Background: an optimization exercise with open tools, aiming at small area. Do not read the settings as production practice.
Function was checked by simulation only, so behaviour that the tests miss may differ from the original.
Power and IR drop assume default switching activity.

--- flow/config.mk ---
export PLATFORM = sky130hd
export DESIGN_NAME = calc
export DESIGN_NICKNAME = calc
export VERILOG_FILES = /design/flow/design.v
export SDC_FILE = /design/flow/constraint.sdc
export NUM_CORES = 4
export LEC_CHECK = 0
export CAP_MARGIN = 20
export CORE_MARGIN = 2
export CORE_UTILIZATION = 40
export SLEW_MARGIN = 20
--- flow/constraint.sdc ---
create_clock -name core_clock -period 150.0 [get_ports {clk}]
set_input_delay 30.0000 -clock core_clock [delete_from_list [all_inputs] [get_ports {clk}]]
set_output_delay 30.0000 -clock core_clock [all_outputs]
set_load 0.01 [all_outputs]
--- flow/design.v ---
`timescale 1ns / 1ps
module calc (
    input         clk,
    input         rst,       
    input  [15:0] buttons,   
    output [23:0] bcd,       
    output        neg        
);
  reg [15:0] p;       
  reg [3:0]  k;       
  reg [23:0] X;       
  reg [23:0] R;       
  reg [23:0] W;       
  reg [5:0]  cnt;     
  reg        s;       
  reg        showR;   
  assign bcd = X;
  assign neg = showR & (R[23] | (s & (R != 24'd0)));
  wire [15:0] e = buttons & ~p;
  reg [3:0] kc;
  always @* begin
    if      (e[3])  kc = 4'd0;
    else if (e[7])  kc = 4'd1;
    else if (e[6])  kc = 4'd2;
    else if (e[5])  kc = 4'd3;
    else if (e[11]) kc = 4'd4;
    else if (e[10]) kc = 4'd5;
    else if (e[9])  kc = 4'd6;
    else if (e[15]) kc = 4'd7;
    else if (e[14]) kc = 4'd8;
    else if (e[13]) kc = 4'd9;
    else if (e[2])  kc = 4'd10;
    else if (e[1])  kc = 4'd11;
    else if (e[0])  kc = 4'd12;
    else if (e[4])  kc = 4'd13;
    else if (e[8])  kc = 4'd14;
    else            kc = 4'd15;
  end
  wire isdig = ~(k[3] & (k[2] | k[1]));
  wire isbs  = (k == 4'd10);
  wire isclr = (k == 4'd11);
  wire isadd = (k == 4'd12);
  wire issub = (k == 4'd13);
  wire ismul = (k == 4'd14);
  wire isdiv = (k == 4'd15);
  localparam XH = 2'd0, XADD = 2'd1, XDD = 2'd2, XCLR = 2'd3;
  reg [1:0] xs;
  reg rshl, rlx, wshl, wlx, rrot, wrot, ddr;
  reg a0, g, inv, b10, last, flips, sets, clrs, setshw, shw;
  always @* begin
    xs = XH; rshl = 1'b0; rlx = 1'b0; wshl = 1'b0; wlx = 1'b0;
    rrot = 1'b0; wrot = 1'b0; ddr = 1'b0;
    a0 = 1'b0; g = 1'b0; inv = 1'b0; b10 = 1'b0; last = 1'b0;
    flips = 1'b0; sets = 1'b0; clrs = 1'b0; setshw = 1'b0; shw = 1'b0;
    if (cnt == 6'd0) begin
    end else if (isdig) begin
      if (cnt == 6'd1 && !(showR || X[23:20] == 4'd0)) last = 1'b1;
      else if (cnt == 6'd1) xs = XCLR;
      else if (lt(cnt, 6'd6)) begin
        xs = XADD;
        a0 = cnt[1] ? (cnt[0] ? k[2] : k[3]) : (cnt[0] ? k[0] : k[1]);
        g  = ~cnt[0];
      end else if (cnt == 6'd6) begin
        wlx = 1'b1; xs = XCLR;
      end else begin
        xs = XDD; wshl = 1'b1; wrot = 1'b1;
        if (cnt == 6'd30) begin last = 1'b1; setshw = 1'b1; end
      end
    end else if (isbs) begin
      if (cnt == 6'd1) xs = XCLR;
      else if (lt(cnt, 6'd26)) begin
        xs = XADD; a0 = W[23]; g = 1'b1; b10 = 1'b1; inv = ~X[23];
        wshl = 1'b1;
      end else if (cnt == 6'd26) xs = XCLR;
      else begin
        xs = XDD; wshl = 1'b1; wrot = 1'b1;
        if (cnt == 6'd50) begin last = 1'b1; setshw = 1'b1; end
      end
    end else if (isclr) begin
      if (cnt == 6'd1) xs = XCLR;
      else begin
        rlx = 1'b1; wlx = 1'b1; clrs = 1'b1; last = 1'b1; setshw = 1'b1;
      end
    end else if (isdiv) begin
      if (cnt == 6'd1) begin
        xs = XCLR; sets = R[23];
      end else if (lt(cnt, 6'd26)) begin
        xs = XADD; a0 = R[23]; g = 1'b1; inv = ~X[23]; rshl = 1'b1;
      end else if (cnt == 6'd26) xs = XCLR;
      else if (cnt == 6'd27) begin
        wlx = 1'b1; rlx = R[23] & R[22];   
      end else begin
        xs = XDD; rshl = 1'b1; rrot = 1'b1; ddr = 1'b1;
        if (cnt == 6'd51) begin last = 1'b1; setshw = 1'b1; shw = 1'b1; end
      end
    end else begin
      if (cnt == 6'd1) xs = XCLR;
      else if (lt(cnt, 6'd26)) begin
        xs = XADD; rshl = 1'b1;
        if (ismul) g = R[23];
        else begin
          a0 = R[23];
          g = (cnt == 6'd25);
          inv = (issub ^ s) & g;
        end
      end else if (cnt == 6'd26) begin
        wlx = 1'b1; xs = XCLR; flips = X[23];
      end else if (cnt == 6'd27) begin
        xs = XADD; g = 1'b1; inv = W[23];
      end else if (cnt == 6'd28) begin
        rlx = 1'b1; xs = XCLR;
      end else begin
        if (cnt == 6'd29) wlx = 1'b1;
        xs = XDD; rshl = 1'b1; rrot = 1'b1; ddr = 1'b1;
        if (cnt == 6'd52) begin last = 1'b1; setshw = 1'b1; shw = 1'b1; end
      end
    end
  end
  wire [23:0] bop = ((b10 ? 24'd10 : W) & {24{g}}) ^ {24{inv}};
  wire [23:0] aop = {X[22:0], a0};
  wire [24:0] c;
  wire [23:0] sum;
  assign c[0] = inv;
  genvar i;
  generate
    for (i = 0; i < 24; i = i + 1) begin : fa
      assign sum[i] = aop[i] ^ bop[i] ^ c[i];
      assign c[i+1] = (aop[i] & bop[i]) | (c[i] & (aop[i] ^ bop[i]));
    end
  endgenerate
  wire q = ~sum[23];
  function [3:0] adj(input [3:0] a);
    begin
      adj[3] = a[3] | (a[2] & (a[1] | a[0]));
      adj[2] = (a[2] & ~a[1] & ~a[0]) | (a[3] & a[0]);
      adj[1] = (a[3] & ~a[0]) | (a[1] & (~a[2] | a[0]));
      adj[0] = (~a[3] & ~a[2] & a[0]) | (a[2] & a[1] & ~a[0]) | (a[3] & ~a[0]);
    end
  endfunction
  wire [23:0] xa;
  generate
    for (i = 0; i < 6; i = i + 1) begin : dd
      assign xa[4*i+:4] = adj(X[4*i+:4]);
    end
  endgenerate
  function lt(input [5:0] a, input [5:0] b);
    integer j;
    reg r;
    begin
      r = 1'b0;
      for (j = 0; j < 6; j = j + 1)
        r = (~a[j] & b[j]) | (~(a[j] ^ b[j]) & r);
      lt = r;
    end
  endfunction
  wire [5:0] cinc;
  wire [6:0] cc;
  assign cc[0] = 1'b1;
  generate
    for (i = 0; i < 6; i = i + 1) begin : inc
      assign cinc[i] = cnt[i] ^ cc[i];
      assign cc[i+1] = cnt[i] & cc[i];
    end
  endgenerate
  always @(posedge clk) begin
    p <= rst ? 16'd0 : buttons;
    if (rst) begin
      X <= 24'd0;
      R <= X;
      W <= X;
      cnt <= 6'd0;
      s <= 1'b0;
      showR <= 1'b0;
    end else begin
      if (cnt == 6'd0) begin
        if (e != 16'd0) begin
          k <= kc;
          cnt <= 6'd1;
        end
      end else
        cnt <= last ? 6'd0 : cinc;
      if (setshw) showR <= shw;
      if (flips) s <= ~s;
      if (sets) s <= 1'b1;
      if (clrs) s <= 1'b0;
      case (xs)
        XADD: X <= sum;
        XDD:  X <= {xa[22:0], ddr ? R[23] : W[23]};
        XCLR: X <= 24'd0;
        default: ;
      endcase
      if (rlx) R <= X;
      else if (rshl) R <= {R[22:0], rrot ? R[23] : q};
      if (wlx) W <= X;
      else if (wshl) W <= {W[22:0], wrot ? W[23] : q};
    end
  end
endmodule
--- flow/run.sh ---
#!/bin/bash
# synth_recipe.tcl (not shown) runs the flow's synth.tcl, then flattens the netlist and writes it again
# the make line also repeats each setting of config.mk as NAME=value (left out here)
make -C /OpenROAD-flow-scripts/flow DESIGN_CONFIG=/design/flow/config.mk WORK_HOME=/design/flow/orfs CLKGATE_MAP_FILE= SYNTH_SCRIPT=/design/flow/synth_recipe.tcl finish
==> Flow_metrics.wiki <==
{| class="wikitable"
! Metric !! Value
|-
| Status || timing/DRC/antenna clean
|-
| Synth area leader || sky130_fd_sc_hd__edfxtp_1
|-
| Worst-margin pin slew || 842 ps
|-
| Instance count along the most critical hold path || 2
|-
| Post-synthesis async set-or-reset flop share || 0%
|-
| Met3 usage || between 3 and 4%
|-
| Series of cell instances along the critical path || nor4_1 -> and4_1 -> nand3_1 -> a21oi_1 -> nor2b_1 -> clkdlybuf4s50_1
|-
| Die width || roughly 130 um
|-
| Crit-path max cell delay || 470 ps
|-
| Clock transition at the registers of the reported paths || ~70 ps
|-
| Unrepaired setup endpoints after global routing || false
|-
| Final worst-path cycle share || 21.4%
|-
| Crit path launch type || register
|-
| Via count || about 5300
|-
| Final RePlAce weighted congestion || about 0.95
|-
| Clock sink count || 100
|-
| Standard-cell row count || 46
|-
| Half-perimeter wire length of the detailed placement result || 11400 um
|-
| Depth of the most critical reg-to-reg path || 38
|-
| Max-cap violation count || 0
|-
| Buffers from clock root to sink, at most || 2
|-
| Count of state elements after synthesis || 100
|-
| Setup repair bufs after CTS || 0
|-
| Vias in the first global route || 5008
|-
| Count of final hold-check violations || 0
|-
| Fmax achieved || a little over 30 MHz
|-
| Met1 usage in global routing || ~28%
|-
| Total length of routed wires || approximately 17000 um
|-
| Die outline area || around 0.017 mm2
|-
| Number of remaining DRC errors || 0
|-
| Later-pin clock latency in the skew report || 360 ps
|-
| Util after Layout || about 46%
|-
| TritonCTS Buffers || 9
|-
| Port bufs || 42
|-
| Wire length of the first global-routing pass || approximately 27000 um
|-
| Count of filler cells inserted in the layout || around 1500
|-
| Starting Density || around 41%
|-
| Maximum ir drop on the vdd rail || about 0.0000061 V
|-
| Hold Path End || W[21]$_DFFE_PP_
|-
| CTS Hold Bufs || 0
|-
| Type of the most critical hold path || reg2reg
|-
| Area delta synth->final || 12.2%
|-
| CTS tree || yes
|-
| Area of the mapped netlist || approximately 0.0065 mm2
|-
| Number of inserted diodes || 0
|-
| EDFF count, synth || 52
|-
| Critical hold path startpoint || W[20]$_DFFE_PP_
|-
| Headroom to the max-slew limit || around 42%
|-
| Number of antenna violations at the first check in global routing || 0
|-
| Largest net degree at the start of global routing || 52
|-
| Power density of the placed cells || roughly 13 mW/mm2
|-
| Predominant post-synthesis flop cell || sky130_fd_sc_hd__edfxtp_1
|-
| Synthesized netlist cell count || 700
|-
| Clock tree skew after final layout || ~7.3 ps
|-
| Endpoint of the lowest-slack register-to-register path || R[0]$_DFFE_PP_
|-
| Average size of a mapped cell || roughly 9.3 um2
|-
| Final total negative setup slack || 0 ps
|-
| Largest driver fanout on the critical path || 2
|-
| Critical path's slowest cell || sky130_fd_sc_hd__clkdlybuf4s50_1
|-
| Number of search-and-repair iterations in the first detailed-routing pass || 7
|-
| Fraction of synthesized cell area taken by the top area cell type || 24.1%
|-
| Total GRT Usage || around 20%
|-
| Nets@finish || about 750
|-
| Master cell of the clock root buffer || sky130_fd_sc_hd__clkbuf_16
|-
| Die outline height || 131 um
|-
| Req. time, crit path || 120000 ps
|-
| Number of antenna-violating nets in the routed design || 0
|-
| Distinct cells, synth || 74
|-
| Total of endpoints with negative setup slack in the final report || 0
|-
| Cells resized by post-CTS repair || 0
|-
| Share of post-route cells with drive strength above 1 || approximately a tenth
|-
| CTS HTree Levels || 3
|-
| Kind of critical path || reg2out
|-
| Top-level I/O count || 43
|-
| DR vias/cell || about 5.7
|-
| Type of element capturing the critical path || output port
|-
| FF/Latch Area || 0.00252 mm2
|-
| Critical path data arrival time || between 2000 and 2500 ps
|-
| Pins Over Slew Limit || 0
|-
| Leakage dissipation || between 2 and 3 nW
|-
| DR iter-0 viols || 510
|-
| Clock period minus final worst setup slack || around 32000 ps
|-
| Synthesis warning total || 1
|-
| Post-Syn Nets || approximately 750
|-
| GRT overflow || 0
|-
| Part of the Yosys area used for sequential elements || about 40%
|-
| Gr busiest metal || met2
|-
| Top area cells in the synthesized netlist || sky130_fd_sc_hd__edfxtp_1, sky130_fd_sc_hd__dfxtp_1, sky130_fd_sc_hd__fa_1
|-
| Wire per inst || 17.8 um
|-
| GR met2 Demand/Resource || 29.6%
|-
| Core area || about 0.016 mm2
|-
| Multi-input gate area || between 0.003 and 0.004 mm2
|-
| R2R setup slack || roughly 140000 ps
|-
| Origin of the critical flop-to-flop path || cnt[1]$_SDFFE_PP0P_
|}
## cells in the mapped netlist (3+ instances only)
library cell / number
sky130_fd_sc_hd__and3_1: 4
sky130_fd_sc_hd__xor2_1: 4
sky130_fd_sc_hd__nand3_1: 13
sky130_fd_sc_hd__ha_1: 7
sky130_fd_sc_hd__a311o_1: 5
sky130_fd_sc_hd__or3_1: 16
sky130_fd_sc_hd__nand3b_1: 3
sky130_fd_sc_hd__o21ai_0: 61
sky130_fd_sc_hd__dfxtp_1: 48
sky130_fd_sc_hd__buf_2: 22
sky130_fd_sc_hd__and2_1: 12
sky130_fd_sc_hd__nand4_1: 8
sky130_fd_sc_hd__a211o_1: 5
sky130_fd_sc_hd__nor4_1: 8
sky130_fd_sc_hd__nor2b_1: 22
sky130_fd_sc_hd__o31ai_1: 3
sky130_fd_sc_hd__a21o_1: 3
sky130_fd_sc_hd__clkbuf_1: 24
sky130_fd_sc_hd__inv_1: 38
sky130_fd_sc_hd__a31oi_1: 9
sky130_fd_sc_hd__mux2i_1: 20
sky130_fd_sc_hd__or2_2: 5
sky130_fd_sc_hd__nor2_1: 48
sky130_fd_sc_hd__o21a_1: 3
sky130_fd_sc_hd__a211oi_1: 5
sky130_fd_sc_hd__a311oi_1: 7
sky130_fd_sc_hd__nor3_1: 17
sky130_fd_sc_hd__o211ai_1: 9
sky130_fd_sc_hd__nand2_1: 65
sky130_fd_sc_hd__xnor2_1: 3
sky130_fd_sc_hd__a21oi_1: 41
sky130_fd_sc_hd__nand2b_1: 11
sky130_fd_sc_hd__edfxtp_1: 52
sky130_fd_sc_hd__mux2_2: 30
sky130_fd_sc_hd__fa_1: 22
## cell families (layout without fill, tap and decap cells)
kind of cell             Yosys count  after routing  share of synthesized area, %
AND/OR/NAND/NOR                  247            247                          19.8
AO/OA/AOI/OAI                    178            178                          17.9
flip-flops                       100            100                          38.9
buffers and inverters             88            100                          5.69
multiplexers                      51             51                          8.64
adder cells (fa/ha/maj)           29             29                          8.14
XOR/XNOR                           7              7                         0.945
## registers in the layout, indices dropped and copies added (netlist names)
name / count
R: 24
cnt: 6
k: 4
showR: 1
X: 24
W: 24
s: 1
p: 16
## cell usage in the layout (no fill, tap or decap), types with 11 or more instances in the layout
cell	count
sky130_fd_sc_hd__nand2_1	64
sky130_fd_sc_hd__o21ai_0	61
sky130_fd_sc_hd__edfxtp_1	52
sky130_fd_sc_hd__dfxtp_1	48
sky130_fd_sc_hd__nor2_1	47
sky130_fd_sc_hd__clkdlybuf4s50_1	41
sky130_fd_sc_hd__a21oi_1	40
sky130_fd_sc_hd__inv_1	38
sky130_fd_sc_hd__mux2_2	30
sky130_fd_sc_hd__nor2b_1	22
sky130_fd_sc_hd__fa_1	22
sky130_fd_sc_hd__mux2i_1	20
sky130_fd_sc_hd__nor3_1	17
sky130_fd_sc_hd__or3_1	16
sky130_fd_sc_hd__nand3_1	13
sky130_fd_sc_hd__and2_1	12
sky130_fd_sc_hd__nand2b_1	11
## where the power goes
group	internal, mW	switching, mW
Combinational	0.0137	0.0183
Sequential	0.0348	0.00679
Clock	0.0115	0.0112
## cell type report
class	instances	share of cell area, %
timing repair buffer	46	6.12
inverter	38	1.96
sequential	100	34.7
clock inverter	7	0.808
clock buffer	9	3.10
multi-input combinational	512	49.6
tap	216	3.71
## metal layers
layer	up-vias	part of all wire, %	wire [um]
li1	2541	-	-
met1	2554	48	7880
met2	168	45	7390
met3	28	5.7	941
met4	0	1.9	306
met5	-	0	0
## critical path, delay by kind of cell, from the launching register on
kind	cells	cell delay (ps)
compound gates	1	150
buf+inv	1	470
flops	1	400
simple gates	4	750
## stage by stage
step / hold slack (ps) / power, mW / instance area, um2 / worst slack (ps) / cells
global placement: 536 / 0.0734 / 6990 / 117840 / 912
floorplan: 497 / 0.0625 / 6490 / 118320 / 700
CTS: 565 / 0.0968 / 7270 / 117820 / 928
finish: 560 / 0.0963 / 7280 / 117870 / 928
global route: 600 / 0.102 / 7280 / 117770 / 928
detailed placement: 547 / 0.0739 / 6990 / 117780 / 912
## how the worst max path moves through the flow
stage / start / endpoint / slack (ps) / depth (start not counted)
after CTS: R[11]$_DFFE_PP_ / neg / 117820 / 6
after global placement: rst / R[10]$_DFFE_PP_ / 117840 / 4
after global routing: R[11]$_DFFE_PP_ / neg / 117770 / 6
after floorplan: rst / W[0]$_DFFE_PP_ / 118320 / 4
final: R[11]$_DFFE_PP_ / neg / 117870 / 6
after detailed placement: rst / R[10]$_DFFE_PP_ / 117780 / 4

-- re-timing with driven ports --
The results above use ideal ports. As a check the final layout listed here was re-extracted and re-timed, cells and wires unchanged. Step 1: set_driving_cell puts a clkbuf_16 on clk and a buf_2 on each other input, an assumption about the parent block. Step 2 times the ports against the registers' clock, not the clock port: input delays grow and output delays shrink by t, the midpoint of the rising clock arrivals with the driver on. Slacks: no drivers / after step 1 / after step 2; pairs: no drivers / after step 1.
t (ns): 0.394
setup slack, ns: 117.867 / 117.828 / 117.797
worst setup path at the end: input to register
After both steps setup and hold are still met in this run. For this run, drivers alone change the setup slack by -0.039 ns; drivers and shift together by -0.070 ns.
